From an optimization exercise on the open Yosys and OpenROAD flow, aimed at small area; shortcuts taken in it are not production practice. RTL that was checked went through simulation tests only; none was proved equivalent to the original. Power is estimated from default activity; no workload was simulated.

==> maple: inputs <==
Design SnakeTop, start of the top module:
module SnakeTop (
  input  wire        clk,
  input  wire        btnC,
  input  wire        PS2Clk,
  input  wire        PS2Data,
  output wire [6:0]  seg,
  output wire [3:0]  an,
  output wire        dp,
  output wire [3:0]  vgaRed,
  output wire [3:0]  vgaGreen,
  output wire [3:0]  vgaBlue,
  output wire        Hsync,
  output wire        Vsync
);
==> flow/config.mk <==
export PLATFORM = sky130hd
export DESIGN_NAME = SnakeTop
export DESIGN_NICKNAME = SnakeTop
export VERILOG_FILES = /design/flow/design.v
export SDC_FILE = /design/flow/constraint.sdc
export NUM_CORES = 4
export LEC_CHECK = 0
export CAP_MARGIN = 10
export CORE_MARGIN = 2
export CORE_UTILIZATION = 60
export CTS_BUF_LIST = sky130_fd_sc_hd__clkbuf_8
export CTS_CLUSTER_DIAMETER = 60
export CTS_CLUSTER_SIZE = 16
export PLACE_DENSITY = 0.75
export SLEW_MARGIN = 10
==> flow/constraint.sdc <==
create_clock -name core_clock -period 10.0 [get_ports {clk}]
set_input_delay 2.0000 -clock core_clock [delete_from_list [all_inputs] [get_ports {clk}]]
set_output_delay 2.0000 -clock core_clock [all_outputs]
set_load 0.01 [all_outputs]
standard.sh (not shown) runs the stock make flow with config.mk's settings and CLKGATE_MAP_FILE= SYNTH_SCRIPT=/design/flow/synth_recipe.tcl, a recipe that flattens the netlist after the stock synthesis.
==> flow/flow/run.sh <==
#!/bin/bash
# Standard ORFS layout, except that:
#  - the combinational logic of the standard synthesis netlist is re-mapped by
#    ABC for area; registers (names and cell types) are left as they are, and
#    the result is proven equivalent to the standard netlist (registers cut)
#    before it is used;
#  - CTS inserts no dummy loads and uses clkbuf_8 sink clusters;
#  - port buffers are buf_1.
set -euo pipefail
R=orfs/results/$FLOW_PLATFORM/SnakeTop/base
LIB=$FLOW_HOME/platforms/$FLOW_PLATFORM/lib/sky130_fd_sc_hd__tt_025C_1v80.lib
bash standard.sh synth > synth.log 2>&1
cp $R/1_2_yosys.v std_synth.v
DONT=$(grep -oE 'sky130_fd_sc_hd__(probe|probec|lpflow)_[a-z0-9_]+' $FLOW_HOME/platforms/$FLOW_PLATFORM/config.mk | sort -u | tr '\n' ' ')
REGS=$(grep -oE '^\s*sky130_fd_sc_hd__(dfxtp|edfxtp|dfxbp|dfrtp|dfrbp|dfstp|dfsbp|dfbbp|dfbbn|sdf|sedf|dlx|dlrtp)[a-z0-9_]*' std_synth.v | tr -d ' ' | sort -u | tr '\n' ' ')
KEEP="$REGS sky130_fd_sc_hd__conb_1"
echo "registers: $REGS" > reopt_cells.txt
ok=0
if LIB=$LIB IN_V=std_synth.v OUT_V=reopt.v TOP=$FLOW_TOP KEEP_CELLS="$KEEP" DONT_USE="$DONT" \
     ABC_SCRIPT=flow/area.abc yosys -c flow/reopt.tcl > reopt.log 2>&1; then
  python3 flow/cut.py std_synth.v std_cut.v "$REGS" > cut.log 2>&1
  python3 flow/cut.py reopt.v reopt_cut.v "$REGS" >> cut.log 2>&1
  if LIB=$LIB GOLD_V=std_cut.v GATE_V=reopt_cut.v TOP=$FLOW_TOP \
       yosys -c flow/eqv.tcl > eqv.log 2>&1; then
    ok=1
  fi
fi
if [[ $ok == 1 ]]; then
  echo "using the re-mapped netlist" > netlist_choice.txt
  cp reopt.v $R/1_2_yosys.v
  rm -f $R/1_synth.odb $R/1_synth.sdc
else
  echo "re-mapping failed or not proven equivalent; using the standard netlist" > netlist_choice.txt
fi
CTS_ARGS="-sink_clustering_enable -repair_clock_nets -dont_use_dummy_load -sink_clustering_size 16 -sink_clustering_max_diameter 60 -buf_list sky130_fd_sc_hd__clkbuf_8"
bash standard.sh "CTS_ARGS=$CTS_ARGS" "BUFFER_PORTS_ARGS=-buffer_cell sky130_fd_sc_hd__buf_1" finish > layout.log 2>&1
Other scripts of this flow, unchanged in this note and not shown: flow/flow/area.abc, flow/flow/cut.py, flow/flow/eqv.tcl, flow/flow/reopt.tcl
==> violet (differences from maple) <==
- CORE_UTILIZATION: 60 -> 75
- CTS_BUF_LIST: sky130_fd_sc_hd__clkbuf_8 -> default
- CTS_CLUSTER_DIAMETER: 60 -> default
- CTS_CLUSTER_SIZE: 16 -> default
- PLACE_DENSITY: 0.75 -> 0.9
==> tundra (differences from maple) <==
--- a/flow/design.v
+++ b/flow/design.v
@@ -107,15 +107,15 @@
   input  wire        btnC,
   input  wire        PS2Clk,
   input  wire        PS2Data,
   output wire [6:0]  seg,
   output wire [3:0]  an,
   output wire        dp,
-  output wire [3:0]  vgaRed,
-  output wire [3:0]  vgaGreen,
-  output wire [3:0]  vgaBlue,
+  output reg  [3:0]  vgaRed,
+  output reg  [3:0]  vgaGreen,
+  output reg  [3:0]  vgaBlue,
   output wire        Hsync,
   output wire        Vsync
 );
   reg [6:0] db_cnt;
   reg       db_max_q;
   reg       rst;
@@ -195,25 +195,30 @@
   end
   always @(posedge clk) begin
     if (rst) direction <= 2'd0;
     else     direction <= nd;
   end
   reg [8:0] tick;
-  reg       fresh;               
-  reg       eaten_latched, gameover;
-  wire      frame_tick = (tick == 9'd0) & ~fresh;
+  reg       frame_tick, eaten_latched, gameover;
   wire      food_eaten;
   wire      collision;
   wire      update = frame_tick & ~gameover;
   always @(posedge clk) begin
     if (rst) begin
       tick <= 9'd0;
+      frame_tick <= 1'b0;
       eaten_latched <= 1'b0;
       gameover <= 1'b0;
     end else begin
-      tick <= (tick == 9'd499) ? 9'd0 : tick + 9'd1;
+      if (tick == 9'd499) begin
+        tick <= 9'd0;
+        frame_tick <= 1'b1;
+      end else begin
+        tick <= tick + 9'd1;
+        frame_tick <= 1'b0;
+      end
       if (food_eaten) eaten_latched <= 1'b1;
       else if (frame_tick) eaten_latched <= 1'b0;
       if (update & collision) gameover <= 1'b1;
     end
   end
   wire score_inc = update & eaten_latched;
@@ -438,47 +443,40 @@
   assign seg = a_to_g;
   assign an  = ~(4'b0001 << s);
   assign dp  = ~(s == 2'd2);
   wire       pix_div = free_counter[0];
   reg [10:0] hcount;
   reg [9:0]  vcount;
-  wire [7:0] hc_m1 = hcount[10:3] - {7'd0, hcount[2:0] == 3'd0};
-  wire [6:0] vc_m1 = vcount[9:3] - {6'd0, vcount[2:0] == 3'd0};
-  wire [7:0] XCoord = fresh ? 8'd0 : (hcount == 11'd0) ? 8'd129 : hc_m1;
-  wire [6:0] YCoord = fresh ? 7'd0 :
-                      (hcount == 11'd0) ? ((vcount == 10'd0) ? 7'd83 : vc_m1) : vcount[9:3];
+  reg [7:0]  XCoord;
+  reg [6:0]  YCoord;
   wire       pix_en = ~pix_div;
   assign Hsync = ~((hcount >= 11'd857) && (hcount <= 11'd976));
   assign Vsync = ~((hcount == 11'd0) ? ((vcount >= 10'd638) && (vcount <= 10'd643))
                                      : ((vcount >= 10'd637) && (vcount <= 10'd642)));
   wire       visible = (hcount < 11'd800) && (vcount < 10'd600);
-  reg        c_grey, c_r, c_g;
-  reg [3:0]  c_v;
-  wire       txt_on;
-  wire       snake_pixel, food_pixel;
-  wire [3:0] fade;
-  assign vgaRed   = c_grey ? c_v : {4{c_r}};
-  assign vgaGreen = c_grey ? c_v : {4{c_g}};
-  assign vgaBlue  = c_grey ? c_v : 4'h0;
-  always @(posedge clk) fresh <= rst;
+  reg [3:0]  pr, pg, pb;
   always @(posedge clk) begin
     if (rst) begin
       hcount <= 11'd0; vcount <= 10'd0;
-      c_grey <= 1'b0; c_r <= 1'b0; c_g <= 1'b0;
+      vgaRed <= 4'h0; vgaGreen <= 4'h0; vgaBlue <= 4'h0;
+      XCoord <= 8'd0; YCoord <= 7'd0;
     end else begin
       if (pix_en) begin
         if (hcount == 11'd1039) begin
           hcount <= 11'd0;
           if (vcount == 10'd665) vcount <= 10'd0;
           else vcount <= vcount + 10'd1;
         end else
           hcount <= hcount + 11'd1;
-        c_grey <= visible & gameover;
-        c_g    <= visible & ~gameover & snake_pixel;
-        c_r    <= visible & ~gameover & ~snake_pixel & food_pixel;
-        c_v    <= txt_on ? fade : ~fade;
+        if (visible) begin
+          vgaRed <= pr; vgaGreen <= pg; vgaBlue <= pb;
+        end else begin
+          vgaRed <= 4'h0; vgaGreen <= 4'h0; vgaBlue <= 4'h0;
+        end
+        XCoord <= hcount[10:3];
+        YCoord <= vcount[9:3];
       end
     end
   end
   reg [99:0] M;           
   reg        S1;          
   reg        S0;          
@@ -513,24 +511,37 @@
           if (w_row && wx == i) M[i] <= wp_val;
         if (wp_en && wx == 7'd29 && wy == Rm + 7'd1) S1 <= wp_val;
         if (wp_en && wx == 7'd37 && wy == 7'd2) S0 <= wp_val;
       end
     end
   end
-  assign fade = free_counter[26:23];
+  wire [3:0] fade = free_counter[26:23];
   wire [12:0] cur_pos = YCoord * 7'd100 + XCoord;
   wire special = (XCoord == 8'd129);
   wire mbit = special ? ((vcount == 10'd0) ? S0 : ((vcount[2:0] == 3'd0) ? M[29] : S1))
                       : M[XCoord[6:0]];
-  assign snake_pixel = mbit | (cur_pos == snake_head);
-  assign food_pixel  = (cur_pos == food_pos);
+  wire snake_pixel = mbit | (cur_pos == snake_head);
+  wire food_pixel  = (cur_pos == food_pos);
   wire       in_text = (XCoord >= 8'd14) && (XCoord < 8'd86) && (YCoord >= 7'd33) && (YCoord < 7'd41);
   wire [7:0] xo = XCoord - 8'd14;
   wire [6:0] yo = YCoord - 7'd33;
   wire [7:0] font_bits;
   Font_ROM font_rom (
     .char_idx(in_text ? xo[6:3] : 4'd0),
     .row_idx (in_text ? yo[2:0] : 3'd0),
     .bits    (font_bits)
   );
-  assign txt_on = in_text & font_bits[~xo[2:0]];
+  wire txt_on = in_text & font_bits[~xo[2:0]];
+  always @(*) begin
+    if (gameover) begin
+      pr = txt_on ? fade : ~fade;
+      pg = pr;
+      pb = pr;
+    end else if (snake_pixel) begin
+      pr = 4'h0; pg = 4'hF; pb = 4'h0;
+    end else if (food_pixel) begin
+      pr = 4'hF; pg = 4'h0; pb = 4'h0;
+    end else begin
+      pr = 4'h0; pg = 4'h0; pb = 4'h0;
+    end
+  end
 endmodule
==> pepper (differences from maple) <==
--- a/flow/design.v
+++ b/flow/design.v
@@ -107,15 +107,15 @@
   input  wire        btnC,
   input  wire        PS2Clk,
   input  wire        PS2Data,
   output wire [6:0]  seg,
   output wire [3:0]  an,
   output wire        dp,
-  output wire [3:0]  vgaRed,
-  output wire [3:0]  vgaGreen,
-  output wire [3:0]  vgaBlue,
+  output reg  [3:0]  vgaRed,
+  output reg  [3:0]  vgaGreen,
+  output reg  [3:0]  vgaBlue,
   output wire        Hsync,
   output wire        Vsync
 );
   reg [6:0] db_cnt;
   reg       db_max_q;
   reg       rst;
@@ -195,25 +195,30 @@
   end
   always @(posedge clk) begin
     if (rst) direction <= 2'd0;
     else     direction <= nd;
   end
   reg [8:0] tick;
-  reg       fresh;               
-  reg       eaten_latched, gameover;
-  wire      frame_tick = (tick == 9'd0) & ~fresh;
+  reg       frame_tick, eaten_latched, gameover;
   wire      food_eaten;
   wire      collision;
   wire      update = frame_tick & ~gameover;
   always @(posedge clk) begin
     if (rst) begin
       tick <= 9'd0;
+      frame_tick <= 1'b0;
       eaten_latched <= 1'b0;
       gameover <= 1'b0;
     end else begin
-      tick <= (tick == 9'd499) ? 9'd0 : tick + 9'd1;
+      if (tick == 9'd499) begin
+        tick <= 9'd0;
+        frame_tick <= 1'b1;
+      end else begin
+        tick <= tick + 9'd1;
+        frame_tick <= 1'b0;
+      end
       if (food_eaten) eaten_latched <= 1'b1;
       else if (frame_tick) eaten_latched <= 1'b0;
       if (update & collision) gameover <= 1'b1;
     end
   end
   wire score_inc = update & eaten_latched;
@@ -438,47 +443,42 @@
   assign seg = a_to_g;
   assign an  = ~(4'b0001 << s);
   assign dp  = ~(s == 2'd2);
   wire       pix_div = free_counter[0];
   reg [10:0] hcount;
   reg [9:0]  vcount;
+  reg        fresh;               
   wire [7:0] hc_m1 = hcount[10:3] - {7'd0, hcount[2:0] == 3'd0};
   wire [6:0] vc_m1 = vcount[9:3] - {6'd0, vcount[2:0] == 3'd0};
   wire [7:0] XCoord = fresh ? 8'd0 : (hcount == 11'd0) ? 8'd129 : hc_m1;
   wire [6:0] YCoord = fresh ? 7'd0 :
                       (hcount == 11'd0) ? ((vcount == 10'd0) ? 7'd83 : vc_m1) : vcount[9:3];
   wire       pix_en = ~pix_div;
   assign Hsync = ~((hcount >= 11'd857) && (hcount <= 11'd976));
   assign Vsync = ~((hcount == 11'd0) ? ((vcount >= 10'd638) && (vcount <= 10'd643))
                                      : ((vcount >= 10'd637) && (vcount <= 10'd642)));
   wire       visible = (hcount < 11'd800) && (vcount < 10'd600);
-  reg        c_grey, c_r, c_g;
-  reg [3:0]  c_v;
-  wire       txt_on;
-  wire       snake_pixel, food_pixel;
-  wire [3:0] fade;
-  assign vgaRed   = c_grey ? c_v : {4{c_r}};
-  assign vgaGreen = c_grey ? c_v : {4{c_g}};
-  assign vgaBlue  = c_grey ? c_v : 4'h0;
+  reg [3:0]  pr, pg, pb;
   always @(posedge clk) fresh <= rst;
   always @(posedge clk) begin
     if (rst) begin
       hcount <= 11'd0; vcount <= 10'd0;
-      c_grey <= 1'b0; c_r <= 1'b0; c_g <= 1'b0;
+      vgaRed <= 4'h0; vgaGreen <= 4'h0; vgaBlue <= 4'h0;
     end else begin
       if (pix_en) begin
         if (hcount == 11'd1039) begin
           hcount <= 11'd0;
           if (vcount == 10'd665) vcount <= 10'd0;
           else vcount <= vcount + 10'd1;
         end else
           hcount <= hcount + 11'd1;
-        c_grey <= visible & gameover;
-        c_g    <= visible & ~gameover & snake_pixel;
-        c_r    <= visible & ~gameover & ~snake_pixel & food_pixel;
-        c_v    <= txt_on ? fade : ~fade;
+        if (visible) begin
+          vgaRed <= pr; vgaGreen <= pg; vgaBlue <= pb;
+        end else begin
+          vgaRed <= 4'h0; vgaGreen <= 4'h0; vgaBlue <= 4'h0;
+        end
       end
     end
   end
   reg [99:0] M;           
   reg        S1;          
   reg        S0;          
@@ -513,24 +513,37 @@
           if (w_row && wx == i) M[i] <= wp_val;
         if (wp_en && wx == 7'd29 && wy == Rm + 7'd1) S1 <= wp_val;
         if (wp_en && wx == 7'd37 && wy == 7'd2) S0 <= wp_val;
       end
     end
   end
-  assign fade = free_counter[26:23];
+  wire [3:0] fade = free_counter[26:23];
   wire [12:0] cur_pos = YCoord * 7'd100 + XCoord;
   wire special = (XCoord == 8'd129);
   wire mbit = special ? ((vcount == 10'd0) ? S0 : ((vcount[2:0] == 3'd0) ? M[29] : S1))
                       : M[XCoord[6:0]];
-  assign snake_pixel = mbit | (cur_pos == snake_head);
-  assign food_pixel  = (cur_pos == food_pos);
+  wire snake_pixel = mbit | (cur_pos == snake_head);
+  wire food_pixel  = (cur_pos == food_pos);
   wire       in_text = (XCoord >= 8'd14) && (XCoord < 8'd86) && (YCoord >= 7'd33) && (YCoord < 7'd41);
   wire [7:0] xo = XCoord - 8'd14;
   wire [6:0] yo = YCoord - 7'd33;
   wire [7:0] font_bits;
   Font_ROM font_rom (
     .char_idx(in_text ? xo[6:3] : 4'd0),
     .row_idx (in_text ? yo[2:0] : 3'd0),
     .bits    (font_bits)
   );
-  assign txt_on = in_text & font_bits[~xo[2:0]];
+  wire txt_on = in_text & font_bits[~xo[2:0]];
+  always @(*) begin
+    if (gameover) begin
+      pr = txt_on ? fade : ~fade;
+      pg = pr;
+      pb = pr;
+    end else if (snake_pixel) begin
+      pr = 4'h0; pg = 4'hF; pb = 4'h0;
+    end else if (food_pixel) begin
+      pr = 4'hF; pg = 4'h0; pb = 4'h0;
+    end else begin
+      pr = 4'h0; pg = 4'h0; pb = 4'h0;
+    end
+  end
 endmodule
==> summary of the runs <==
- tundra completed without violations. maple completed without violations. pepper ran to the end with no violations. violet went through all stages and came out clean.
- Cell count: violet is smaller than maple (about 3.5%).
- The highest die area belongs to pepper, the lowest to violet.
- In clock power, pepper and maple hardly differ.
- The lowest clock skew belongs to tundra, the highest to pepper.
==> figures <==
| metric | tundra | violet | pepper | maple |
|---|---|---|---|---|
| Outcome | timing/DRC/antenna clean | timing/DRC/antenna clean | timing/DRC/antenna clean | timing/DRC/antenna clean |
| Data arrival, critical path | 6.44 ns | 7.05 ns | 8.64 ns | 7.01 ns |
| Starting density of the core | 60.7% | 76.2% | 60.8% | 60.6% |
| Tap cells | 525 | 402 | 525 | 525 |
| Register-to-register setup slack | 3.98 ns | 3.26 ns | 1.85 ns | 3.32 ns |
| Final Non-Filler Cells | 3,585 | 3,385 | 3,613 | 3,506 |
| Cell Area, Placed | 25,000 um^2 | 24,900 um^2 | 25,100 um^2 | 25,100 um^2 |
| Fraction of final layout cells sized beyond drive strength 1 | 2.45% | 2.79% | 2.56% | 2.95% |
| Final weighted congestion in routability-driven placement | 0.984 | 1.00 | 0.966 | 0.974 |
| Capture instance of the worst register-to-register path | M[12] | c_v[1] | vgaRed[1] | c_v[0] |
No functional check of the RTL was part of tundra.

-- afterwards: timing with drivers on the ports --
In the flow no input, the clock included, has a driving cell. The finished layouts below were timed again as built, in two steps. Step 1 sets driving cells, clkbuf_16 on the clock port and buf_2 on the other inputs (assumed; they add their load-dependent delay and slew). Step 2 times the ports against the registers' clock, not the clock port: input delays grow and output delays shrink by t, the midpoint of the rising clock arrivals with the driver on. a / b / c = no drivers / after step 1 / after step 2; a / b = the first two.
run	shift t [ns]	slack for setup (ns)	worst setup path after step 2	cell pins on the clock port's net
maple	0.686	3.322 / 3.322 / 3.322	register to register	1
violet	0.648	3.256 / 3.256 / 3.256	register to register	1
tundra	0.671	3.978 / 3.978 / 3.978	register to register	1
pepper	0.681	1.851 / 1.851 / 1.851	register to register	1
After both steps every run listed still meets setup and hold.
